This is an optimization exercise on Yosys and OpenROAD, whose aim is small area, not a production implementation. Only simulation tests tie the RTL to the original design; equivalence was not proved. Power and IR drop assume default switching activity.

==> flow/design.v <==
`timescale 1ns / 1ps
module sync_fifo #(
	parameter	DEPTH=8,
	parameter	WIDTH=32,
	parameter	AF_LEVEL = 1,
	parameter	AE_LEVEL = 1,
	parameter	DEPTH_LOG=$clog2(DEPTH)
)(
	input					clk, rstn,
	input					push, pop,
	input 		[WIDTH-1:0]	din,
	output 		[WIDTH-1:0]	dout,
	output					full,empty,a_full,a_empty
);
	reg [WIDTH-1:0]		mem[DEPTH-1:0];
	reg					e;
	reg [2:0]			j;
	wire				e_nx;
	wire [2:0]			j_nx;
	wire [7:0]			rsel_n;
	always @(posedge clk)
	if (push) begin
		mem[0] <= din;
		for (int i=1;i<DEPTH;i++) mem[i] <= mem[i-1];
	end
	always @(posedge clk, negedge rstn)
	if (!rstn) begin
		e <= 1'b1;
		j <= 3'b111;
	end else begin
		e <= e_nx;
		j <= j_nx;
	end
	fifo_ctrl u_ctrl (.push(push), .pop(pop), .e(e), .j(j), .e_nx(e_nx), .j_nx(j_nx),
		.rsel_n(rsel_n), .empty(empty), .full(full), .a_full(a_full), .a_empty(a_empty));
	genvar b;
	generate for (b=0;b<WIDTH;b++) begin : g_rd
		wire [3:0] z;
		for (genvar i=0;i<4;i++) begin : g_p
			fifo_oai22 u_o (.a1(rsel_n[2*i]), .a2(mem[2*i][b]), .b1(rsel_n[2*i+1]), .b2(mem[2*i+1][b]), .y(z[i]));
		end
		assign dout[b] = ~|z;
	end endgenerate
endmodule
module fifo_ctrl (
	input			push, pop, e,
	input	[2:0]	j,
	output			e_nx,
	output	[2:0]	j_nx,
	output	[7:0]	rsel_n,
	output			empty, full, a_full, a_empty
);
	wire up = push & ~pop;
	wire dn = pop & ~push;
	genvar i;
	generate for (i=0;i<8;i++) begin : g_dec
		assign rsel_n[i] = ~(j == i);
	end endgenerate
	assign j_nx[0] = j[0] ^ (push ^ pop);
	assign j_nx[1] = j[1] ^ ((up & j[0]) | (dn & ~j[0]));
	assign j_nx[2] = j[2] ^ ((up & j[0] & j[1]) | (dn & ~j[0] & ~j[1]));
	assign e_nx    = (e & ~push) | (dn & ~rsel_n[0]);
	assign empty   = e;
	assign full    = ~e & ~rsel_n[7];
	assign a_full  = ~e & j[2] & j[1];
	assign a_empty = e | ~rsel_n[0];
endmodule
module fifo_oai22 (input a1, a2, b1, b2, output y);
	assign y = ~((a1 | a2) & (b1 | b2));
endmodule
Settings: LEC_CHECK=0, CAP_MARGIN=20, CORE_MARGIN=2, CORE_UTILIZATION=80, PLACE_DENSITY=0.85, SLEW_MARGIN=20, SYNTH_HIERARCHICAL=1, SYNTH_MINIMUM_KEEP_SIZE=0; clock period 5.0 ns.
standard.sh (not shown) runs the stock make flow with config.mk's settings and CLKGATE_MAP_FILE= SYNTH_SCRIPT=/design/flow/synth_recipe.tcl, a recipe that flattens the netlist after the stock synthesis.
==> flow/flow/run.sh <==
#!/bin/bash
# Standard ORFS layout (the standard.sh with its unchanged synthesis),
# with three changes:
#  - after synthesis, combinational cells are set to their smallest drive
#    strength (flow/downsize.py); repair_design upsizes what needs it,
#  - ports are buffered with the smallest buffer,
#  - CTS inserts no dummy loads.
# The make output is kept in standard_*.log here, each tool's own log in
# orfs/logs/.
set -e
here=$(pwd)
res=$here/orfs/results/$FLOW_PLATFORM/sync_fifo/base
export BUFFER_PORTS_ARGS="-buffer_cell sky130_fd_sc_hd__buf_1"
export CTS_ARGS="-sink_clustering_enable -repair_clock_nets -dont_use_dummy_load -buf_list sky130_fd_sc_hd__clkbuf_16 -sink_clustering_size 30 -sink_clustering_max_diameter 50"
bash standard.sh $res/1_2_yosys.v > standard_synth.log 2>&1
cp $res/1_2_yosys.v $res/1_2_yosys_orig.v
python3 flow/downsize.py $FLOW_HOME/platforms/$FLOW_PLATFORM/lib/sky130_fd_sc_hd__tt_025C_1v80.lib \
	$res/1_2_yosys_orig.v $res/1_2_yosys.v > downsize.log 2>&1
bash standard.sh > standard.log 2>&1
Other scripts of this flow, unchanged in this note and not shown: flow/flow/downsize.py
Then changed:
--- a/flow/flow/run.sh
+++ b/flow/flow/run.sh
@@ -14 +14 @@
-export CTS_ARGS="-sink_clustering_enable -repair_clock_nets -dont_use_dummy_load -buf_list sky130_fd_sc_hd__clkbuf_16 -sink_clustering_size 30 -sink_clustering_max_diameter 50"
+export CTS_ARGS="-sink_clustering_enable -repair_clock_nets -dont_use_dummy_load -buf_list sky130_fd_sc_hd__clkbuf_4 -sink_clustering_size 12 -sink_clustering_max_diameter 40"
CAP_MARGIN = 5   (was 20)
SLEW_MARGIN = 5   (was 20)
The new run produced a clean layout.
Count of clock-buffer cells in the layout goes up by 12.
Synthesized cell count stays the same.
Combinational power goes down by a few percent.
Sequential power is about the same.
Then changed:
--- a/flow/flow/run.sh
+++ b/flow/flow/run.sh
@@ -14 +14 @@
-export CTS_ARGS="-sink_clustering_enable -repair_clock_nets -dont_use_dummy_load -buf_list sky130_fd_sc_hd__clkbuf_4 -sink_clustering_size 12 -sink_clustering_max_diameter 40"
+export CTS_ARGS="-sink_clustering_enable -repair_clock_nets -dont_use_dummy_load -buf_list sky130_fd_sc_hd__clkbuf_4 -sink_clustering_size 11 -sink_clustering_max_diameter 40"
CAP_MARGIN = 20   (was 5)
CORE_UTILIZATION = 90   (was 80)
PLACE_DENSITY = 0.93   (was 0.85)
SLEW_MARGIN = 20   (was 5)
=> The new run never finished: it broke off in 3_5_place_dp; area after synthesis does not change; synthesized cell count is unchanged.

* * *

Setup of job 5739:
// sync_fifo: RTL as listed in full above, without the edits since
Settings: LEC_CHECK=0, CAP_MARGIN=20, CORE_MARGIN=2, CORE_UTILIZATION=80, PLACE_DENSITY=0.85, SLEW_MARGIN=20, SYNTH_HIERARCHICAL=1, SYNTH_MINIMUM_KEEP_SIZE=0; clock period 5.0 ns.
==> flow/flow/run.sh <==
#!/bin/bash
# Standard ORFS layout (the standard.sh with its unchanged synthesis),
# with three changes:
#  - after synthesis, combinational cells are set to their smallest drive
#    strength (flow/downsize.py); repair_design upsizes what needs it,
#  - ports are buffered with the smallest buffer,
#  - CTS inserts no dummy loads.
# The make output is kept in standard_*.log here, each tool's own log in
# orfs/logs/.
set -e
here=$(pwd)
res=$here/orfs/results/$FLOW_PLATFORM/sync_fifo/base
export BUFFER_PORTS_ARGS="-buffer_cell sky130_fd_sc_hd__buf_1"
export CTS_ARGS='-repair_clock_nets -dont_use_dummy_load -buf_list sky130_fd_sc_hd__clkbuf_4'
bash standard.sh $res/1_2_yosys.v > standard_synth.log 2>&1
cp $res/1_2_yosys.v $res/1_2_yosys_orig.v
python3 flow/downsize.py $FLOW_HOME/platforms/$FLOW_PLATFORM/lib/sky130_fd_sc_hd__tt_025C_1v80.lib \
	$res/1_2_yosys_orig.v $res/1_2_yosys.v > downsize.log 2>&1
bash standard.sh > standard.log 2>&1
Other scripts of this flow, unchanged in this note and not shown: flow/flow/downsize.py
> inputs changed (job 5739 -> job 2722)
-- flow/flow/run.sh --
<<< job 5739, line 12
res=$here/orfs/results/$FLOW_PLATFORM/sync_fifo/base
export BUFFER_PORTS_ARGS="-buffer_cell sky130_fd_sc_hd__buf_1"
export CTS_ARGS='-repair_clock_nets -dont_use_dummy_load -buf_list sky130_fd_sc_hd__clkbuf_4'
bash standard.sh $res/1_2_yosys.v > standard_synth.log 2>&1
cp $res/1_2_yosys.v $res/1_2_yosys_orig.v
>>> job 2722, line 12
res=$here/orfs/results/$FLOW_PLATFORM/sync_fifo/base
export BUFFER_PORTS_ARGS="-buffer_cell sky130_fd_sc_hd__buf_1"
export CTS_ARGS="-sink_clustering_enable -repair_clock_nets -dont_use_dummy_load -buf_list sky130_fd_sc_hd__clkbuf_4 -sink_clustering_size 12 -sink_clustering_max_diameter 30"
bash standard.sh $res/1_2_yosys.v > standard_synth.log 2>&1
cp $res/1_2_yosys.v $res/1_2_yosys_orig.v
[summary]
Timing, DRC, antenna: 0 failures across job 5739 and job 2722. Diff job 5739 -> job 2722: netlist area before placement barely changed; worst-case clock buffer depth flat; cell area lost 0.91%; share of total power consumed by net switching decreased by 0.59 points relative to the old numbers; aggregate global-route resource usage now sits lower.
The following lists how job 2197 was set up differently from job 2722:
- PLACE_DENSITY changed from 0.85 to 0.8
- CORE_UTILIZATION changed from 80 to 75
-- flow/flow/run.sh --
<<< job 2722, line 12
res=$here/orfs/results/$FLOW_PLATFORM/sync_fifo/base
export BUFFER_PORTS_ARGS="-buffer_cell sky130_fd_sc_hd__buf_1"
export CTS_ARGS="-sink_clustering_enable -repair_clock_nets -dont_use_dummy_load -buf_list sky130_fd_sc_hd__clkbuf_4 -sink_clustering_size 12 -sink_clustering_max_diameter 30"
bash standard.sh $res/1_2_yosys.v > standard_synth.log 2>&1
cp $res/1_2_yosys.v $res/1_2_yosys_orig.v
>>> job 2197, line 12
res=$here/orfs/results/$FLOW_PLATFORM/sync_fifo/base
export BUFFER_PORTS_ARGS="-buffer_cell sky130_fd_sc_hd__buf_1"
export CTS_ARGS="-sink_clustering_enable -repair_clock_nets -dont_use_dummy_load -buf_list sky130_fd_sc_hd__clkbuf_4 -sink_clustering_size 11 -sink_clustering_max_diameter 40"
bash standard.sh $res/1_2_yosys.v > standard_synth.log 2>&1
cp $res/1_2_yosys.v $res/1_2_yosys_orig.v
==> comparison <==
Job 2197 finished all stages; the layout is clean. Job 2197 improves on job 2722 in clock-net power. Per the comparison of job 2197 with job 2722, transition time of the tightest slew-check pin went down by 48 ps; detailed-route vias per instance -0.33. Job 2722 ended up with sky130_fd_sc_hd__nand3b_1 as its cell with the largest stage delay on the worst path; job 2197 ended up with sky130_fd_sc_hd__or3b_1. Net load switching power in job 2197 is 2.1% below job 2722. Going from job 2722 to job 2197, detailed-route wire length shrank by a few percent. Relative to job 2722, the final-layout clock buffer total measured on job 2197 has decreased by more than 10%. The maximum clock frequency of job 2197 is lower than that of job 2722. Job 2197 vs job 2722 — design area dropped about 0.5%. Looking at job 2197 and job 2722, the area share of buffers outside the clock network is a wash.

==> what the ideal ports hide <==
No port has a modelled driver above. Below, the same layouts with a new extraction and two added sets of constraints. Step 1, drivers: a clkbuf_16 drives clk and a buf_2 each remaining input, both assumed. Step 2 adds t to the input delays and takes it off the output delays; t is the mean of the earliest and latest rising clock arrival at the registers after step 1. Input paths then give back, and output paths get back, about the clock's delay inside the block. Slacks: ideal / step 1 / step 2; pairs: ideal / step 1.
run	shift t [ns]	slack for setup (ns)	hold WS [ns]	worst setup path at the end	clock arrival spread, ns
the first run of note 1	0.508	1.000 / 0.958 / 1.466	0.429 / 0.429 / 0.429	register to output	0.046 / 0.047
the second run of note 1	0.633	0.766 / 0.735 / 1.368	0.415 / 0.415 / 0.415	register to output	0.049 / 0.049
job 5739	0.711	0.692 / 0.660 / 1.370	0.377 / 0.369 / 0.416	register to output	0.063 / 0.063
job 2722	0.581	0.965 / 0.931 / 1.512	0.413 / 0.413 / 0.413	register to output	0.048 / 0.048
job 2197	0.667	0.871 / 0.837 / 1.504	0.392 / 0.384 / 0.445	register to output	0.044 / 0.044
After both steps setup and hold are still met in every run listed.
